What follows belongs to an exercise in optimizing a design on an open flow for small area, a short achievable clock period and few clock cycles per item; a production flow would make more cautious choices.

==> build 3: inputs <==
==> flow/design.v (excerpt) <==
module dct8_top #(
    parameter N         = DCT8_N,
    parameter IN_W      = DCT8_IN_W,
    parameter COEFF_W   = DCT8_COEFF_W,
    parameter OUT_W     = DCT8_OUT_W,
    parameter FRAC_BITS = DCT8_FRAC_BITS
)(
    input  wire                    clk,
    input  wire                    rst_n,
    input  wire                    din_valid,
    input  wire signed [IN_W-1:0]  din,
    output wire                    din_ready,
    output wire                    dout_valid,
    output wire signed [OUT_W-1:0] dout,
    input  wire                    dout_ready
);
    reg  [2:0] in_cnt;       
    reg        pend;         
    reg  [1:0] pi;           
    reg        o_v;          
    reg  [2:0] o_k;          
    reg        p1v, p2v;     
    reg  [2:0] cnt;          
    reg        dv;           
    reg  [15:0] xin;
    reg  [17:0] r0, r1, r2, r3;        
    reg  [16:0] wd1, wd2, wd3;         
    reg  [16:0] od0, od1, od2, od3;    
  ...
export LEC_CHECK = 0
export CAP_MARGIN = 20
export CORE_MARGIN = 2
export CORE_UTILIZATION = 40
export SLEW_MARGIN = 20
export SYNTH_HIERARCHICAL = 1
create_clock -name core_clock -period 14.0 [get_ports {clk}]
standard.sh (not shown) runs the stock make flow with config.mk's settings and CLKGATE_MAP_FILE= SYNTH_SCRIPT=/design/flow/synth_recipe.tcl, a recipe that flattens the netlist after the stock synthesis.
==> flow/flow/run.sh <==
#!/bin/bash
set -euo pipefail
export SETUP_SLACK_MARGIN=10.1
PLATFORM_DONT_USE="$(make -s -C "$FLOW_HOME" DESIGN_CONFIG="$PWD/config.mk" WORK_HOME="$PWD/print_tmp" print-DONT_USE_CELLS | sed -n 's/^DONT_USE_CELLS: *//p')"
EXTRA="sky130_fd_sc_hd__clkdlybuf4s15_1 sky130_fd_sc_hd__clkdlybuf4s15_2 sky130_fd_sc_hd__clkdlybuf4s18_1 sky130_fd_sc_hd__clkdlybuf4s18_2 sky130_fd_sc_hd__clkdlybuf4s25_1 sky130_fd_sc_hd__clkdlybuf4s25_2 sky130_fd_sc_hd__clkdlybuf4s50_1 sky130_fd_sc_hd__clkdlybuf4s50_2 sky130_fd_sc_hd__dlygate4sd1_1 sky130_fd_sc_hd__dlygate4sd2_1 sky130_fd_sc_hd__dlygate4sd3_1 sky130_fd_sc_hd__dlymetal6s2s_1 sky130_fd_sc_hd__dlymetal6s4s_1 sky130_fd_sc_hd__dlymetal6s6s_1"
echo "DONT_USE_CELLS=$PLATFORM_DONT_USE $EXTRA" > dont_use.log
bash standard.sh "DONT_USE_CELLS=$PLATFORM_DONT_USE $EXTRA" finish > standard.log 2>&1
==> build 12 (differences from build 3) <==
--- a/flow/design.v
+++ b/flow/design.v
@@ -29,36 +29,36 @@
     output wire signed [OUT_W-1:0] dout,
     input  wire                    dout_ready
 );
     reg  [2:0] in_cnt;       
     reg        pend;         
     reg  [1:0] pi;           
     reg        o_v;          
     reg  [2:0] o_k;          
-    reg        p1v, p2v;     
-    reg  [2:0] cnt;          
-    reg        dv;           
+    reg  [7:0] kk;           
+    reg        p2v;          
+    reg        qv0, qv1, qv2;   
     reg  [15:0] xin;
     reg  [17:0] r0, r1, r2, r3;        
     reg  [16:0] wd1, wd2, wd3;         
     reg  [16:0] od0, od1, od2, od3;    
     reg  [17:0] oa0, oa1, ob0, ob1;
-    reg  [17:0] q0, q1, q2, q3;        
+    reg  [17:0] q0, q1, q2;            
     reg        dnr;          
-    wire issue  = o_v & ((cnt + {2'b0, p1v} + {2'b0, p2v}) <= 3'd3);
-    wire o_free = ~o_v | ((o_k == 3'd7) & issue);
+    wire issue  = o_v & ~qv2 & ~(qv1 & p2v);
+    wire o_free = ~o_v | (kk[7] & issue);
     wire last   = pend & (pi == 2'd0);
     wire o_load = last & o_free;
     wire pdo    = pend & (~last | o_free);    
     assign din_ready  = ~dnr;
-    assign dout_valid = dv;
+    assign dout_valid = qv0;
     assign dout       = q0;
     wire acc_in = din_valid & din_ready;
-    wire pop    = dv & dout_ready;
+    wire pop    = qv0 & dout_ready;
     wire        push = acc_in & ~in_cnt[2];
     wire [17:0] dinw = {{2{din[15]}}, din};
     wire [16:0] xp   = r0[16:0];
     wire [16:0] xinx = {xin[15], xin};
     wire [16:0] pd   = xp - xinx;
     wire [17:0] xpx  = {xp[16], xp};
     wire [17:0] xinw = {{2{xin[15]}}, xin};
     wire [17:0] pe   = pi[1] ? 18'd0 : pi[0] ? r3 : r1;
@@ -88,70 +88,41 @@
                 default: ;
             endcase
         end
         if (o_load) begin
             od0 <= pd;  od1 <= wd1; od2 <= wd2; od3 <= wd3;
             oa0 <= ea;  oa1 <= r2;  ob0 <= eb;  ob1 <= r3;
         end
     end
-    reg  [17:0] la0;
-    reg  [17:0] la1;
-    reg  [18:0] la2;
-    reg  [17:0] la3;
-    always @(*) begin
-        la0 = 18'd0; la1 = 18'd0; la2 = 19'd0; la3 = 18'd0;
-        if (o_k[0]) begin
-            case (o_k[2:1])
-                2'd0: begin la0 = {od0[16], od0}; la1 = {od1[16], od1}; la2 = {{2{od2[16]}}, od2}; la3 = {od3[16], od3}; end
-                2'd1: begin la0 = {od2[16], od2}; la1 = {od0[16], od0}; la2 = {{2{od3[16]}}, od3}; la3 = {od1[16], od1}; end
-                2'd2: begin la0 = {od1[16], od1}; la1 = {od3[16], od3}; la2 = {{2{od0[16]}}, od0}; la3 = {od2[16], od2}; end
-                default: begin la0 = {od3[16], od3}; la1 = {od2[16], od2}; la2 = {{2{od1[16]}}, od1}; la3 = {od0[16], od0}; end
-            endcase
-        end else if (!o_k[1]) begin
-            la0 = oa0; la1 = oa1; la3 = oa0;
-        end else if (!o_k[2]) begin
-            la0 = ob1; la1 = ob1; la2 = {ob0, 1'b0}; la3 = ob0;
-        end else begin
-            la0 = ob0; la1 = ob0; la2 = {ob1, 1'b0}; la3 = ob1;
-        end
-    end
-    wire an0 = (o_k == 3'd3) | (o_k == 3'd5) | (o_k == 3'd7);
-    wire an1 = (o_k == 3'd2) | (o_k == 3'd6) | (o_k == 3'd4);
-    wire an2 = (o_k == 3'd3) | (o_k == 3'd7) | (o_k == 3'd6);
-    wire an3 = (o_k == 3'd3) | (o_k == 3'd2);
-    reg  [2:0]  p1k;
-    reg         e04, e26;
-    reg  [17:0] lx0;
-    reg  [17:0] lx1;
-    reg  [18:0] lx2;
-    reg  [17:0] lx3;
-    always @(posedge clk) begin
-        p1k <= o_k;
-        e04 <= ~o_k[0] & ~o_k[1];
-        e26 <= ~o_k[0] &  o_k[1];
-        lx0 <= la0 ^ {18{an0}};
-        lx1 <= la1 ^ {18{an1}};
-        lx2 <= la2 ^ {19{an2}};
-        lx3 <= la3 ^ {18{an3}};
-    end
-    reg  [32:0] kcv;
-    always @(*) begin
-        case (p1k)
-            3'd0: kcv = 33'd7574928847;
-            3'd1: kcv = 33'd395580879;
-            3'd2: kcv = 33'd8396101778;
-            3'd3: kcv = 33'd395609246;
-            3'd4: kcv = 33'd7574940432;
-            3'd5: kcv = 33'd395596948;
-            3'd6: kcv = 33'd8396107813;
-            3'd7: kcv = 33'd395606050;
-            default: kcv = 33'd0;
-        endcase
-    end
+    wire [17:0] d0x = {od0[16], od0}, d1x = {od1[16], od1};
+    wire [17:0] d2x = {od2[16], od2}, d3x = {od3[16], od3};
+    wire [18:0] b0d = {ob0, 1'b0},    b1d = {ob1, 1'b0};
+    wire [17:0] lx0 = ({18{kk[1]}} & d0x)  | ({18{kk[3]}} & ~d2x) | ({18{kk[5]}} & ~d1x)
+                    | ({18{kk[7]}} & ~d3x) | ({18{kk[0] | kk[4]}} & oa0)
+                    | ({18{kk[2]}} & ob1)  | ({18{kk[6]}} & ob0);
+    wire [17:0] lx1 = ({18{kk[1]}} & d1x)  | ({18{kk[3]}} & d0x)  | ({18{kk[5]}} & d3x)
+                    | ({18{kk[7]}} & d2x)  | ({18{kk[0]}} & oa1)  | ({18{kk[4]}} & ~oa1)
+                    | ({18{kk[2]}} & ~ob1) | ({18{kk[6]}} & ~ob0);
+    wire [18:0] lx2 = ({19{kk[1]}} & {d2x[17], d2x})  | ({19{kk[3]}} & ~{d3x[17], d3x})
+                    | ({19{kk[5]}} & {d0x[17], d0x})  | ({19{kk[7]}} & ~{d1x[17], d1x})
+                    | ({19{kk[2]}} & b0d)             | ({19{kk[6]}} & ~b1d);
+    wire [17:0] lx3 = ({18{kk[1]}} & d3x)  | ({18{kk[3]}} & ~d1x) | ({18{kk[5]}} & d2x)
+                    | ({18{kk[7]}} & d0x)  | ({18{kk[0] | kk[4]}} & oa0)
+                    | ({18{kk[2]}} & ~ob0) | ({18{kk[6]}} & ob1);
+    wire        e04 = kk[0] | kk[4];
+    wire        e26 = kk[2] | kk[6];
+    wire [32:0] kcv = ({33{kk[0]}} & 33'd7574928847)
+                    | ({33{kk[1]}} & 33'd395580879)
+                    | ({33{kk[2]}} & 33'd8396101778)
+                    | ({33{kk[3]}} & 33'd395609246)
+                    | ({33{kk[4]}} & 33'd7574940432)
+                    | ({33{kk[5]}} & 33'd395596948)
+                    | ({33{kk[6]}} & 33'd8396107813)
+                    | ({33{kk[7]}} & 33'd395606050);
     wire _s0_0 = (e26 & ~lx3[0]);
     wire _s0_1 = (e26 & ~lx3[1]);
     wire _s0_2 = (e26 & ~lx3[2]);
     wire _s0_3 = (e26 & ~lx3[3]);
     wire _s0_4 = (e26 & ~lx3[4]);
     wire _s0_5 = (e26 & ~lx3[5]);
     wire _s0_6 = (e26 & ~lx3[6]);
     wire _s0_7 = (e26 & ~lx3[7]);
@@ -1105,66 +1076,65 @@
     wire [32:0] cs_s, cs_c, ct_s, ct_c;
     wire [32:0] cs_cx = {cs_c[31:0], 1'b0};
     generate for (gi = 0; gi < 33; gi = gi + 1) begin : g_c
         dct8_fa u_c (.a(r2a[gi]), .b(r2b[gi]), .c(r2c[gi]), .s(cs_s[gi]), .co(cs_c[gi]));
         dct8_fa u_d (.a(cs_s[gi]), .b(cs_cx[gi]), .c(r2d[gi]), .s(ct_s[gi]), .co(ct_c[gi]));
     end endgenerate
     wire [32:0] acc = ct_s + {ct_c[31:0], 1'b0};
     wire [17:0] res = acc[32:15];
-    wire [2:0] cnt_p = cnt - {2'b0, pop};
-    wire [2:0] cnt_n = cnt_p + {2'b0, p2v};
+    wire q_up   = p2v & ~pop;
+    wire q_down = pop & ~p2v;
+    wire qv0_n  = q_up | (q_down ? qv1 : qv0);
+    wire qv1_n  = q_up ? qv0 : (q_down ? qv2 : qv1);
+    wire qv2_n  = q_up ? qv1 : (~q_down & qv2);
+    wire w0 = pop ? (qv0 & ~qv1) : ~qv0;
+    wire w1 = pop ? (qv1 & ~qv2) : (qv0 & ~qv1);
+    wire w2 = pop ? qv2 : (qv1 & ~qv2);
     wire       pend_n  = (acc_in & in_cnt[2]) | (pend & ~pdo);
     wire [1:0] pi_n    = (acc_in & in_cnt[2]) ? ~in_cnt[1:0] : pi;
     wire       o_v_n   = o_load | (o_v & ~(issue & (o_k == 3'd7)));
     wire [2:0] o_k_n   = o_load ? 3'd0 : (issue ? o_k + 3'd1 : o_k);
-    wire       issue_n = o_v_n & ((cnt_n + {2'b0, issue} + {2'b0, p1v}) <= 3'd3);
+    wire       issue_n = o_v_n & ~qv2_n & ~(qv1_n & issue);
     wire       dr_n    = ~(pend_n & (pi_n == 2'd0)) | ~o_v_n | ((o_k_n == 3'd7) & issue_n);
     always @(posedge clk) begin
-        if (pop) begin
-            q0 <= q1;
-            q1 <= q2;
-            q2 <= q3;
-        end
-        if (p2v) begin
-            case (cnt_p[1:0])
-                2'd0: q0 <= res;
-                2'd1: q1 <= res;
-                2'd2: q2 <= res;
-                default: q3 <= res;
-            endcase
-        end
+        if (p2v & w0) q0 <= res; else if (pop) q0 <= q1;
+        if (p2v & w1) q1 <= res; else if (pop) q1 <= q2;
+        if (p2v & w2) q2 <= res;
     end
     always @(posedge clk or negedge rst_n) begin
         if (!rst_n) begin
             in_cnt <= 3'd0;
             pend   <= 1'b0;
             pi     <= 2'd0;
             o_v    <= 1'b0;
             o_k    <= 3'd0;
-            p1v    <= 1'b0;
+            kk     <= 8'd1;
             p2v    <= 1'b0;
-            cnt    <= 3'd0;
-            dv     <= 1'b0;
+            qv0    <= 1'b0;
+            qv1    <= 1'b0;
+            qv2    <= 1'b0;
             dnr    <= 1'b0;
         end else begin
             if (acc_in) in_cnt <= in_cnt + 3'd1;
             if (acc_in & in_cnt[2]) begin
                 pend <= 1'b1;
                 pi   <= ~in_cnt[1:0];
             end else if (pdo) begin
                 pend <= 1'b0;
             end
             if (o_load) begin
                 o_v <= 1'b1;
                 o_k <= 3'd0;
+                kk  <= 8'd1;
             end else if (issue) begin
                 o_k <= o_k + 3'd1;
+                kk  <= {kk[6:0], kk[7]};
                 if (o_k == 3'd7) o_v <= 1'b0;
             end
-            p1v <= issue;
-            p2v <= p1v;
-            cnt <= cnt_n;
-            dv  <= (cnt_n != 3'd0);
+            p2v <= issue;
+            qv0 <= qv0_n;
+            qv1 <= qv1_n;
+            qv2 <= qv2_n;
             dnr <= ~dr_n;
         end
     end
 endmodule
==> flow/flow/run.sh (replaced) <==
#!/bin/bash
set -euo pipefail
export SETUP_SLACK_MARGIN=10.0
PLATFORM_DONT_USE="$(make -s -C "$FLOW_HOME" DESIGN_CONFIG="$PWD/config.mk" WORK_HOME="$PWD/print_tmp" print-DONT_USE_CELLS | sed -n 's/^DONT_USE_CELLS: *//p')"
EXTRA="sky130_fd_sc_hd__clkdlybuf4s15_1 sky130_fd_sc_hd__clkdlybuf4s15_2 sky130_fd_sc_hd__clkdlybuf4s18_1 sky130_fd_sc_hd__clkdlybuf4s18_2 sky130_fd_sc_hd__clkdlybuf4s25_1 sky130_fd_sc_hd__clkdlybuf4s25_2 sky130_fd_sc_hd__clkdlybuf4s50_1 sky130_fd_sc_hd__clkdlybuf4s50_2 sky130_fd_sc_hd__dlygate4sd1_1 sky130_fd_sc_hd__dlygate4sd2_1 sky130_fd_sc_hd__dlygate4sd3_1 sky130_fd_sc_hd__dlymetal6s2s_1 sky130_fd_sc_hd__dlymetal6s4s_1 sky130_fd_sc_hd__dlymetal6s6s_1"
echo "DONT_USE_CELLS=$PLATFORM_DONT_USE $EXTRA" > dont_use.log
bash standard.sh "DONT_USE_CELLS=$PLATFORM_DONT_USE $EXTRA" finish > standard.log 2>&1
CORE_UTILIZATION = 30   (was 40)
CTS_CLUSTER_DIAMETER = 120   (was unset)
CTS_CLUSTER_SIZE = 24   (was unset)
==> key figures <==
Outcome
  – Status: complete, no violations

Global route
  – Largest net degree at the start of global routing: 75

Place
  – Placed cell area: 35400 um2

Setup path
  – Bufs and invs on worst path: 4

Yosys
  – Synth Area in Adders: 0.340
  – Ys async rst share: 0.0472
  – Most instantiated cells after synthesis: fa_1, nand2_1, edfxtp_1
That was build 12.
==> key figures <==
Outcome
  – Status: complete, no violations

Setup path
  – Bufs and invs on worst path: 3

Yosys
  – Most instantiated cells after synthesis: fa_1, nand2_1, edfxtp_1

Place
  – Placed cell area: 39000 um2
That was build 3.
No functional check of the RTL was part of any run of this note.

[static timing again, ports no longer ideal]
No port has a modelled driver above. Below, the same layouts with a new extraction and two added sets of constraints.
Step 1 assumes that a clkbuf_16 drives the clock port and a buf_2 every other input.
Step 2 also shifts input and output timing later by t, the mid clock arrival at the registers, as if the neighbouring blocks saw the same clock.
a / b / c = ideal ports / drivers / drivers and shift; a / b = the first two.
run | shift t [ns] | setup WS [ns] | hold WS [ns] | worst data-port slew with drivers (ns)
build 3 | 0.666 | 9.936 / 9.952 / 9.286 | 0.341 / 0.341 / 0.341 | 0.06
build 12 | 0.661 | 9.621 / 9.621 / 9.399 | 0.423 / 0.423 / 0.423 | 0.06
After both steps setup and hold are still met in every run listed. The setup slack of build 3, which loses most, moves by +0.016 ns with the drivers and by -0.650 ns with both steps.
